What follows belongs to an exercise in optimizing a design on an open flow for small area and a short achievable clock period; a production flow would make more cautious choices.
Function was checked by simulation only, so behaviour that the tests miss may differ from the original.
Power is estimated from default activity; no workload was simulated.

--- flow/standard.sh ---
#!/bin/bash
# synth_recipe.tcl (not shown) runs the flow's synth.tcl, then flattens the netlist and writes it again
# the make line also repeats each setting of config.mk as NAME=value (left out here)
make -C /OpenROAD-flow-scripts/flow DESIGN_CONFIG=/design/flow/config.mk WORK_HOME=/design/flow/orfs CLKGATE_MAP_FILE= SYNTH_SCRIPT=/design/flow/synth_recipe.tcl "${@:-finish}"
--- flow/constraint.sdc ---
create_clock -name core_clock -period 10.0 [get_ports {clk_i}]
set_input_delay 2.0000 -clock core_clock [delete_from_list [all_inputs] [get_ports {clk_i}]]
set_output_delay 2.0000 -clock core_clock [all_outputs]
set_load 0.01 [all_outputs]
--- flow/config.mk ---
export PLATFORM = sky130hd
export DESIGN_NAME = riscv
export DESIGN_NICKNAME = riscv
export VERILOG_FILES = /design/flow/design.v
export SDC_FILE = /design/flow/constraint.sdc
export NUM_CORES = 4
export LEC_CHECK = 0
export CAP_MARGIN = 20
export CORE_MARGIN = 2
export CORE_UTILIZATION = 40
export PLACE_DENSITY = 0.6
export SETUP_SLACK_MARGIN = 5
export SLEW_MARGIN = 20
export SYNTH_HIERARCHICAL = 1
--- flow/flow/run.sh ---
#!/bin/bash
set -euo pipefail
export CTS_ARGS="-sink_clustering_enable -repair_clock_nets -dont_use_dummy_load -sink_clustering_size 30 -sink_clustering_max_diameter 100"
export BUFFER_PORTS_ARGS="-buffer_cell sky130_fd_sc_hd__buf_2"
bash standard.sh > standard.log 2>&1
--- flow/design.v ---
module br_unit(
    input  [31:0] rs1_i    ,
    input  [31:0] rs2_i    ,
    input         sgn_i    ,  
    input         br_f_i   ,  
    input         k_eq_i   ,  
    input         k_ne_i   ,  
    input         k_lt_i   ,  
    input         k_ge_i   ,  
    input  [31:0] pc0_i    ,
    input  [31:0] pc1_i    ,
    output        sel_pc1_o,
    output [31:0] pc_o     ,
    output        lt_o
);
    logic [31:0] cg [0:5];
    logic [31:0] cp [0:5];
    always_comb
        begin
        for (int i = 0; i < 32; i++)
            begin
            cg[0][i] = (i == 31) ? ((rs1_i[31] ^ sgn_i) & ~(rs2_i[31] ^ sgn_i))
                                 : (rs1_i[i] & ~rs2_i[i]);
            cp[0][i] = ~(rs1_i[i] ^ rs2_i[i]);
            end
        for (int l = 1; l < 6; l++)
            begin
            cg[l] = '0;
            cp[l] = '0;
            for (int i = 0; i < (32 >> l); i++)
                begin
                cg[l][i] = cg[l-1][2*i+1] | (cp[l-1][2*i+1] & cg[l-1][2*i]);
                cp[l][i] = cp[l-1][2*i+1] & cp[l-1][2*i];
                end
            end
        end
    wire ge = cg[5][0] | cp[5][0];   
    wire eq = cp[5][0];
    assign lt_o      = ~ge;
    assign sel_pc1_o = br_f_i | (k_eq_i & ~eq) | (k_ne_i & eq) |
                       (k_lt_i & ge) | (k_ge_i & ~ge);
    assign pc_o      = sel_pc1_o ? pc1_i : pc0_i;
endmodule
module br_target(
    input  [31:0] pc_i    ,
    input  [31:0] instr_i ,
    output [31:0] target_o
);
    wire [12:0] lo_b = {instr_i[31], instr_i[7], instr_i[30:25], instr_i[11:8], 1'b0};
    wire [13:0] lo   = {1'b0, pc_i[12:0]} + {1'b0, lo_b};
    wire [18:0] hp   = pc_i[31:13] + 19'd1;
    wire [18:0] hm   = pc_i[31:13] - 19'd1;
    wire        hk   = lo[13] == instr_i[31];
    wire [18:0] hi   = ({19{hk}} & pc_i[31:13]) |
                       ({19{~hk &  lo[13]}} & hp) |
                       ({19{~hk & ~lo[13]}} & hm);
    assign target_o = {hi, lo[12:0]};
endmodule
module riscv(
    input                 clk_i           ,
    input                 resetn_i        ,
    output [32-1:0]    instr_addr_o    ,
    input  [32-1:0]    instr_i         ,
    output [32-1:0]    mem_addr_o      ,
    output                mem_read_en_o   ,
    input  [32-1:0]    mem_read_data_i ,
    output                mem_write_en_o  ,
    output [32-1:0]    mem_write_data_o
);
    logic s0, s1;
    always_ff @(posedge clk_i)
        begin
        s0 <= resetn_i;
        s1 <= resetn_i & s0;
        end
    wire [31:0] ins = instr_i;
    wire [ 6:0] opc = ins[6:0];
    wire [ 2:0] f3  = ins[14:12];
    wire [ 6:0] f7  = ins[31:25];
    wire [ 4:0] rs1 = ins[19:15];
    wire [ 4:0] rs2 = ins[24:20];
    wire is_op    = (opc == 7'b0110011    );
    wire is_opi   = (opc == 7'b0010011);
    wire is_lui   = (opc == 7'b0110111   );
    wire is_auipc = (opc == 7'b0010111 );
    wire is_jal   = (opc == 7'b1101111   );
    wire is_jalr  = (opc == 7'b1100111  );
    wire is_br    = (opc == 7'b1100011);
    wire is_ld    = (opc == 7'b0000011  );
    wire is_st    = (opc == 7'b0100011 );
    wire f7_0 = (f7 == 7'b0000000);
    wire f7_1 = (f7 == 7'b0100000);
    wire op_ok  = is_op & f7_0;
    wire d_u    = is_lui | is_auipc | is_jal | is_jalr;  
    wire d_add  = ((op_ok | (is_op & f7_1) | is_opi) & (f3 == 3'd0)) | d_u;
    wire d_sub  = is_op & f7_1 & (f3 == 3'd0);
    wire d_sll  = (is_op | is_opi) & f7_0 & (f3 == 3'd1);
    wire d_sr   = (is_op | is_opi) & (f7_0 | f7_1) & (f3 == 3'd5);
    wire d_slt  = (op_ok | is_opi) & ((f3 == 3'd2) | (f3 == 3'd3));
    wire d_xor  = (op_ok | is_opi) & (f3 == 3'd4);
    wire d_or   = (op_ok | is_opi) & (f3 == 3'd6);
    wire d_and  = (op_ok | is_opi) & (f3 == 3'd7);
    wire d_ld   = is_ld & ((f3 == 3'd0) | (f3 == 3'd1) | (f3 == 3'd2) |
                           (f3 == 3'd4) | (f3 == 3'd5));
    wire d_st   = is_st & ((f3 == 3'd0) | (f3 == 3'd1) | (f3 == 3'd2));
    wire d_rdwe = d_add | d_sll | d_sr | d_slt | d_xor | d_or |
                  d_and | d_ld;
    logic e_add, e_sub, e_sll, e_sr, e_sra, e_slt, e_xor, e_or, e_and;
    logic e_ld, e_st, e_rdwe;
    logic imm0, imm1;
    always_ff @(posedge clk_i)
        begin
        if(!resetn_i)
            begin
            {e_add, e_sub, e_sll, e_sr, e_slt, e_xor, e_or, e_and} <= '0;
            {e_ld, e_st, e_rdwe} <= '0;
            imm0 <= 1'b0;
            imm1 <= 1'b0;
            end
        else
            begin
            e_add  <= d_add ;
            e_sub  <= d_sub ;
            e_sll  <= d_sll ;
            e_sr   <= d_sr  ;
            e_slt  <= d_slt ;
            e_xor  <= d_xor ;
            e_or   <= d_or  ;
            e_and  <= d_and ;
            e_ld   <= d_ld  ;
            e_st   <= d_st  ;
            e_rdwe <= d_rdwe;
            imm0   <= is_opi;
            imm1   <= imm0;
            end
        end
    logic [ 4:0] e_rd     ;
    logic        e_sra_f  ;
    logic [ 2:0] e_fmt    ;  
    logic [ 1:0] e_stsz   ;  
    logic        e_sgn    ;  
    logic [31:0] pc_d     ;
    always_ff @(posedge clk_i)
        begin
        e_rd      <= ins[11:7];
        e_sra_f   <= f7_1;
        e_fmt     <= {(f3[1:0] == 2'b00), (f3[1:0] == 2'b01), ~f3[2]};
        e_stsz    <= {(f3[1:0] == 2'b10), (f3[1:0] == 2'b01)};
        e_sgn     <= ~f3[1] | (f3 == 3'd2);
        end
    logic [31:0] pc0, pc1;
    logic        br_f;        
    logic        k_eq, k_ne, k_lt, k_ge;  
    logic        sel_pc1;
    wire [31:0] br_tgt;
    wire [31:0] pc_o;
    br_target br_target_inst(
        .pc_i      (pc0     ),
        .instr_i   (ins     ),
        .target_o  (br_tgt  )
    );
    wire [31:0] pc0_4 = pc0 + 32'd4;
    wire [31:0] pc1_4 = pc1 + 32'd4;
    always_ff @(posedge clk_i)
        begin
        if(!resetn_i)
            begin
            pc0  <= 32'h0;
            br_f <= 1'b0;
            k_eq <= 1'b0;
            k_ne <= 1'b0;
            k_lt <= 1'b0;
            k_ge <= 1'b0;
            end
        else
            begin
            pc0  <= ({32{ sel_pc1         }} & pc1_4 ) |
                    ({32{~sel_pc1 &  is_br}} & br_tgt) |
                    ({32{~sel_pc1 & ~is_br}} & pc0_4 );
            br_f <= is_br & ~f3[2] &  f3[1];
            k_eq <= is_br & (f3 == 3'd0);
            k_ne <= is_br & (f3 == 3'd1);
            k_lt <= is_br & f3[2] & ~f3[0];
            k_ge <= is_br & f3[2] &  f3[0];
            end
        pc1 <= pc0_4;
        pc_d <= pc_o;  
        end
    assign instr_addr_o = pc_o;
    logic [31:0] op_a, op_b_rs2;    
    logic [31:0] op_b;              
    logic [31:0] ex_rd;             
    logic [31:0] mem_rd;            
    logic [ 4:0] ex_rd_addr;
    logic [ 4:0] mem_rd_addr;
    wire [31:0] sum = op_a + (op_b ^ {32{e_sub}}) + {31'b0, e_sub};
    wire        cmp_lt;
    br_unit br_unit_inst(
        .rs1_i     (op_a    ),
        .rs2_i     (op_b_rs2),
        .sgn_i     (e_sgn   ),
        .br_f_i    (br_f    ),
        .k_eq_i    (k_eq    ),
        .k_ne_i    (k_ne    ),
        .k_lt_i    (k_lt    ),
        .k_ge_i    (k_ge    ),
        .pc0_i     (pc0     ),
        .pc1_i     (pc1     ),
        .sel_pc1_o (sel_pc1 ),
        .pc_o      (pc_o    ),
        .lt_o      (cmp_lt  )
    );
    logic [31:0] sh_in, sh_rev;
    always_comb
        for (int i = 0; i < 32; i++)
            sh_in[i] = e_sll ? op_a[31-i] : op_a[i];
    wire        sh_fill = e_sr & e_sra_f & op_a[31];
    wire [32:0] sh_ext  = {sh_fill, sh_in};
    wire [32:0] sh_res  = $signed(sh_ext) >>> op_b[4:0];
    always_comb
        for (int i = 0; i < 32; i++)
            sh_rev[i] = sh_res[31-i];
    wire [31:0] rd_data = ({32{e_add }} & sum                     ) |
                          ({32{e_sll }} & sh_rev                  ) |
                          ({32{e_sr  }} & sh_res[31:0]            ) |
                          ({32{e_slt }} & {31'b0, cmp_lt }        ) |
                          ({32{e_xor }} & (op_a ^ op_b)           ) |
                          ({32{e_or  }} & (op_a | op_b)           ) |
                          ({32{e_and }} & (op_a & op_b)           ) |
                          32'h0;
    logic [31:0] ex_addr, ex_wdata;
    logic        ex_addr_eq;
    logic        ex_rdwe, ex_ld, ex_st, ex_re_o, ex_we_o;
    logic [ 2:0] ex_fmt;
    always_ff @(posedge clk_i)
        begin
        if(!resetn_i)
            begin
            ex_rdwe <= 1'b0;
            ex_ld   <= 1'b0;
            ex_st   <= 1'b0;
            ex_re_o <= 1'b0;
            ex_we_o <= 1'b0;
            end
        else
            begin
            ex_rdwe <= e_rdwe;
            ex_ld   <= e_ld;
            ex_st   <= e_st;
            ex_re_o <= e_ld & s1;
            ex_we_o <= e_st & s1;
            end
        ex_rd      <= e_ld ? ex_wdata : rd_data;
        ex_rd_addr <= e_rd;
        ex_addr    <= sum;
        ex_addr_eq <= (sum == ex_addr);
        ex_wdata   <= {e_stsz[1] ? op_b_rs2[31:16] : 16'h0,
                       (e_stsz[1] | e_stsz[0]) ? op_b_rs2[15:8] : 8'h0,
                       op_b_rs2[7:0]};
        ex_fmt     <= e_fmt;
        end
    assign mem_addr_o       = ex_addr ;
    assign mem_read_en_o    = ex_re_o ;
    assign mem_write_en_o   = ex_we_o ;
    assign mem_write_data_o = ex_wdata;
    logic       m_we, m_st, m_fwd, m_ld, m_ldf;
    logic [2:0] m_fmt;
    always_ff @(posedge clk_i)
        begin
        if(!resetn_i)
            begin
            m_we  <= 1'b0;
            m_st  <= 1'b0;
            m_fwd <= 1'b0;
            end
        else
            begin
            m_we  <= ex_rdwe & s1;
            m_st  <= ex_st;
            m_fwd <= ex_addr_eq & m_st & ex_ld;
            end
        m_ld        <= ex_ld & s1;
        m_ldf       <= ex_ld;
        m_fmt       <= ex_fmt;
        mem_rd      <= ex_rd;
        mem_rd_addr <= ex_rd_addr;
        end
    wire [31:0] mrd = m_fwd ? mem_rd : mem_read_data_i;
    wire        m_sb = m_fmt[0] & mrd[7];
    wire        m_sh = m_fmt[0] & mrd[15];
    wire [31:0] ld_val = {m_fmt[2] ? {16{m_sb}} : m_fmt[1] ? {16{m_sh}} : mrd[31:16],
                          m_fmt[2] ? { 8{m_sb}} : mrd[15:8],
                          mrd[7:0]};
    wire [31:0] wb_data = m_ld ? ld_val : mem_rd;
    logic [31:0] xr [1:31];
    logic [31:1] xv;
    always_ff @(posedge clk_i)
        for (int k = 1; k < 32; k++)
            if(m_we && mem_rd_addr == k)
                xr[k] <= wb_data;
    always_ff @(posedge clk_i)
        if(!resetn_i)
            xv <= '0;
        else
            for (int k = 1; k < 32; k++)
                if(m_we && mem_rd_addr == k)
                    xv[k] <= 1'b1;
    wire fe = resetn_i & s0;
    wire f1e = fe & (e_rd        == rs1);
    wire f10 = fe & (ex_rd_addr  == rs1);
    wire f11 = fe & s1 & (mem_rd_addr == rs1);
    wire g10 = f10 & ~ex_ld;           
    wire g11 = ~f10 & f11 & ~m_ldf;    
    wire g1r = ~f10 & ~f11;            
    wire f2e = fe & ~is_opi & (e_rd        == rs2);
    wire f20 = fe & ~imm0   & (ex_rd_addr  == rs2);
    wire f21 = fe & ~imm1 & s1 & (mem_rd_addr == rs2);
    wire g20 = f20 & ~ex_ld;
    wire g21 = ~f20 & f21 & ~m_ldf;
    wire g2r = ~f20 & ~f21;
    wire [31:0] imm_is = is_st               ? {{20{ins[31]}}, ins[31:25], ins[11:7]} :
                         (is_lui | is_auipc) ? {ins[31:12], 12'b0}                    :
                         (is_jal | is_jalr)  ? 32'd4                                  :
                                               {{20{ins[31]}}, ins[31:20]};
    wire        a_pc   = is_auipc | is_jal | is_jalr;  
    logic [31:0] rf1, rf2;
    always_comb
        begin
        rf1 = '0;
        rf2 = '0;
        for (int k = 1; k < 32; k++)
            begin
            rf1 = rf1 | ({32{xv[k] & (rs1 == k)}} & xr[k]);
            rf2 = rf2 | ({32{xv[k] & (rs2 == k)}} & xr[k]);
            end
        end
    wire [31:0] fwd1 = ({32{g10}} & ex_rd) | ({32{g11}} & mem_rd) | ({32{g1r}} & rf1);
    wire [31:0] fwd2 = ({32{g20}} & ex_rd) | ({32{g21}} & mem_rd) | ({32{g2r}} & rf2);
    always_ff @(posedge clk_i)
        begin
        op_a     <= is_lui ? 32'h0 : a_pc ? (s0 ? pc_d : 32'h0) :
                    f1e ? rd_data : fwd1;
        op_b_rs2 <= f2e ? rd_data : fwd2;
        op_b     <= ~is_op ? imm_is :
                    f2e ? rd_data : fwd2;
        end
endmodule
==> out/summary.txt <==
status: complete, no violations
Core Box Area: 167000 um2
first-pass detailed-route iteration total: 15
layout cells sized above 1: 15.3%
drt drc: 0
placed cells: 7723
nets@finish: 5862
worst relative slew slack: 18.2%
Critical Path AT: 3.53 ns
Final Cycle Share: 55.3%
die area: 172000 um2
post-synth top area cell: edfxtp_1
Worst Setup Slack, final: 4.47 ns
Avg Inst Size Synth: 11.9 um2
hold path cells: 0
Leakage Power: 0.0269 uW
Worst Path Required: 8.00 ns
Crit-path slowest cell: a221oi_2
aggregate global routing overflow: 0
post-place setup slack: 4.10 ns
Synthesized Nets: 5874
CP Capture Type: output pin
Final min period: 5.53 ns
cells on worst reg2reg path: 14
WS Path Type: reg2out
TritonCTS clock tree: built
actual slew at the worst max-slew pin: 1.23 ns
CTS Sinks: 1401
Max Freq: 181 MHz
Slew Viols, Final: 0
io pins: 164
synthesis-stage register bit count: 1401
Unique masters post-synth: 116
final WL: 331000 um
initial core utilization: 40.4%
final hold viol count: 0
CTS max path bufs: 3
Yosys Warn Count: 11
VDD IR-drop max: 0.000176 V
Initial DRC Count: 12928
die boundary width: 415 um
CTS buffer count: 60
HPWL after detailed placement: 203000 um
most frequent CP cell: buf_12
largest net degree at the start of global routing: 59
Hold Slack: 0.344 ns
Seq/Total Area, Yosys: 56.2%
routability congestion estimate from global placement: 1.02
Routed WL per cell: 42.1 um
TNS Setup: 0 ns
cell family with most CP delay: compound AO/OA/AOI/OAI gates
P&R area growth vs syn: 9.35%
clk_skew: 0.159 ns
commonest non-fill, non-tap cell in the layout: edfxtp_1
max cap viols: 0
Mapped Cells: 5662
largest cells by area after synthesis: edfxtp_1 (44%), dfxtp_1 (12%), a221oi_1 (5.3%)
Area after DPL: 70700 um2
Worst Path Buf+Inv: 4
RSZ-0062 raised after global routing: true
Post-DRT Antenna Nets: 0
Worst-Skew Late Latency: 0.79 ns
Post-Syn Area: 67600 um2
Final Instance Area: 73900 um2
top_reg_cell synth: edfxtp_1
async set or reset register ratio after synthesis: 0%
commonest non-fill, non-tap cells in the layout: edfxtp_1 (992), a221oi_1 (410), a22o_1 (385)
via count: 58474
stages on the worst setup path: 11
crit start category: register
Die Y: 415 um
crit-path cells: ha_4, and2_4, a221o_1, a221oi_2, o2111ai_4, buf_12, buf_12, nor2_4, buf_12, a311o_1, buf_2
post-synth top area share: 44.1%
row count: 150
vias in the first global route: 54355
aggregate global-route resource usage: 36.8%
initial antenna violation count: 22
Hold WC Path Type: reg2reg
Post-synth EDFFs: 992
IO Port Bufs: 163
Finished Layout Cells: 7861
pwr dens: 147 nW/um2
global-route wire length before repair: 448000 um
htree depth: 2
Max FO, Critical Path: 23
Final setup viols: 0
Largest stage delay, worst path: 0.38 ns
Via density: 7.44
clock-pin slew on the worst setup and hold paths: 0.12 ns
clk root buf: clkbuf_16
per-module statistics from Yosys, one instance, submodules excluded:
module	cell area, um2	flops+latches	cells
riscv	63400	1401	5095
br_target	1620	0	242
br_unit	2540	0	325
layer usage:
metal  vias to the layer above  track usage, %  share of wire, %
met1                     28266            43.3                33
met3                      1832            13.5                15
li1                      22499               -                 -
met4                        14            27.1               9.8
met2                      5863            54.9                42
met5                         -           0.583             0.064
synthesized netlist by cell type, drive strengths merged (51+ instances only):
cell	count
a21oi	214
a221oi	416
a222oi	65
a22o	385
a22oi	165
and3	86
buf	96
clkbuf	377
dfxtp	409
edfxtp	992
ha	144
inv	155
mux2	64
mux2i	80
nand2	288
nand3	151
nand4	154
nor2	325
nor3	51
o21ai	219
xnor2	80
xor2	109
cell type report:
cell class	instances	area [um2]
Tap cell	2204	2760
Timing Repair Buffer	397	3040
Fill cell	15321	93500
Sequential cell	1401	38100
Multi-Input combinational cell	3633	27900
Antenna cell	9	22.5
Inverter	157	597
Clock buffer	60	1500
path summary, 6_finish.rpt:
path | startpoint | end | slack, ns
max | op_a[19] | instr_addr_o[6] | 4.47
min | ex_fmt[2] | m_fmt[2] | 0.34
max reg2reg | op_b[0] | op_b[24] | 5.23
min reg2reg | ex_fmt[2] | m_fmt[2] | 0.34
cells by family (layout without fill, tap and decap cells):
kind of cell	Yosys count	in the layout	synth area share, %
flip-flops	1401	1401	56.2
multiplexers	186	186	3.72
AND/OR/NAND/NOR	1282	1282	9.81
buffers and inverters	631	614	4.03
other	0	9	0
AO/OA/AOI/OAI	1826	1829	21.0
XOR/XNOR	190	190	2.49
adder cells (fa/ha/maj)	146	146	2.73
through the flow:
| step | util, % | power, uW |
|---|---|---|
| 2_1_floorplan | - | 7320 |
| 3_3_place_gp | 42.2 | 7770 |
| 3_5_place_dp | 42.2 | 7770 |
| 4_1_cts | 43.9 | 10800 |
| 5_1_grt | 44.1 | 11100 |
| 6_report | 44.1 | 10900 |
power by group:
part | internal (uW) | leakage (uW) | switching, uW
Combinational | 637 | 0.0121 | 881
Clock | 1070 | 0.000739 | 1830
Sequential | 6240 | 0.0140 | 228
Total | 7950 | 0.0269 | 2940
flip-flops by register name, indices dropped and copies added (netlist names), 2 cells and up:
register	count
xr	992
op_a	32
xv	31
m_fmt	3
op_b	32
pc0	32
e_stsz	2
pc1	32
e_fmt	2
op_b_rs2	32
ex_fmt	3
e_rd	5
ex_addr	32
ex_wdata	32
ex_rd_addr	5
mem_rd_addr	5
mem_rd	32
ex_rd	32
pc_d	32
repair_timing:
| action | in CTS | in global routing |
|---|---|---|
| gates resized for setup | 149 | 51 |
| cloned | 13 | 2 |
| setup buffers | 40 | 11 |
| hold buffers | 0 | 0 |
| endpoints found under the setup margin | 48 | 64 |
| hold endpoints to repair | 0 | 0 |
| pin swaps | 27 | 16 |
worst reg2reg max path: cells and delay by family, from the launching register on:
kind,cells,cell delay (ns)
adder cells (fa/ha/maj),1,0.46
multiplexers,1,0.47
XOR/XNOR,1,0.26
AO/OA/AOI/OAI,9,2.66
flip-flops,1,0.34
buffers and inverters,2,0.47

==> static timing again, ports no longer ideal <==
The results above use ideal ports. As a check the final layout listed here was re-extracted and re-timed, cells and wires unchanged. Step 1 sets driving cells, clkbuf_16 on the clock port and buf_2 on the other inputs (assumed; they add their load-dependent delay and slew). Step 2 also shifts input and output timing later by t, the mid clock arrival at the registers, as if the neighbouring blocks saw the same clock. Three values: no drivers, after step 1, after step 2; two values: the first two.
shift t [ns]: 0.803
setup slack, ns: 4.475 / 4.390 / 3.978
clock arrival spread, ns: 0.168 / 0.168
worst register clock-pin slew, ns: 0.13 / 0.13
pins driven straight from the clock port: 1
After both steps setup and hold are still met in this run. For this run, drivers alone change the setup slack by -0.085 ns; drivers and shift together by -0.497 ns.
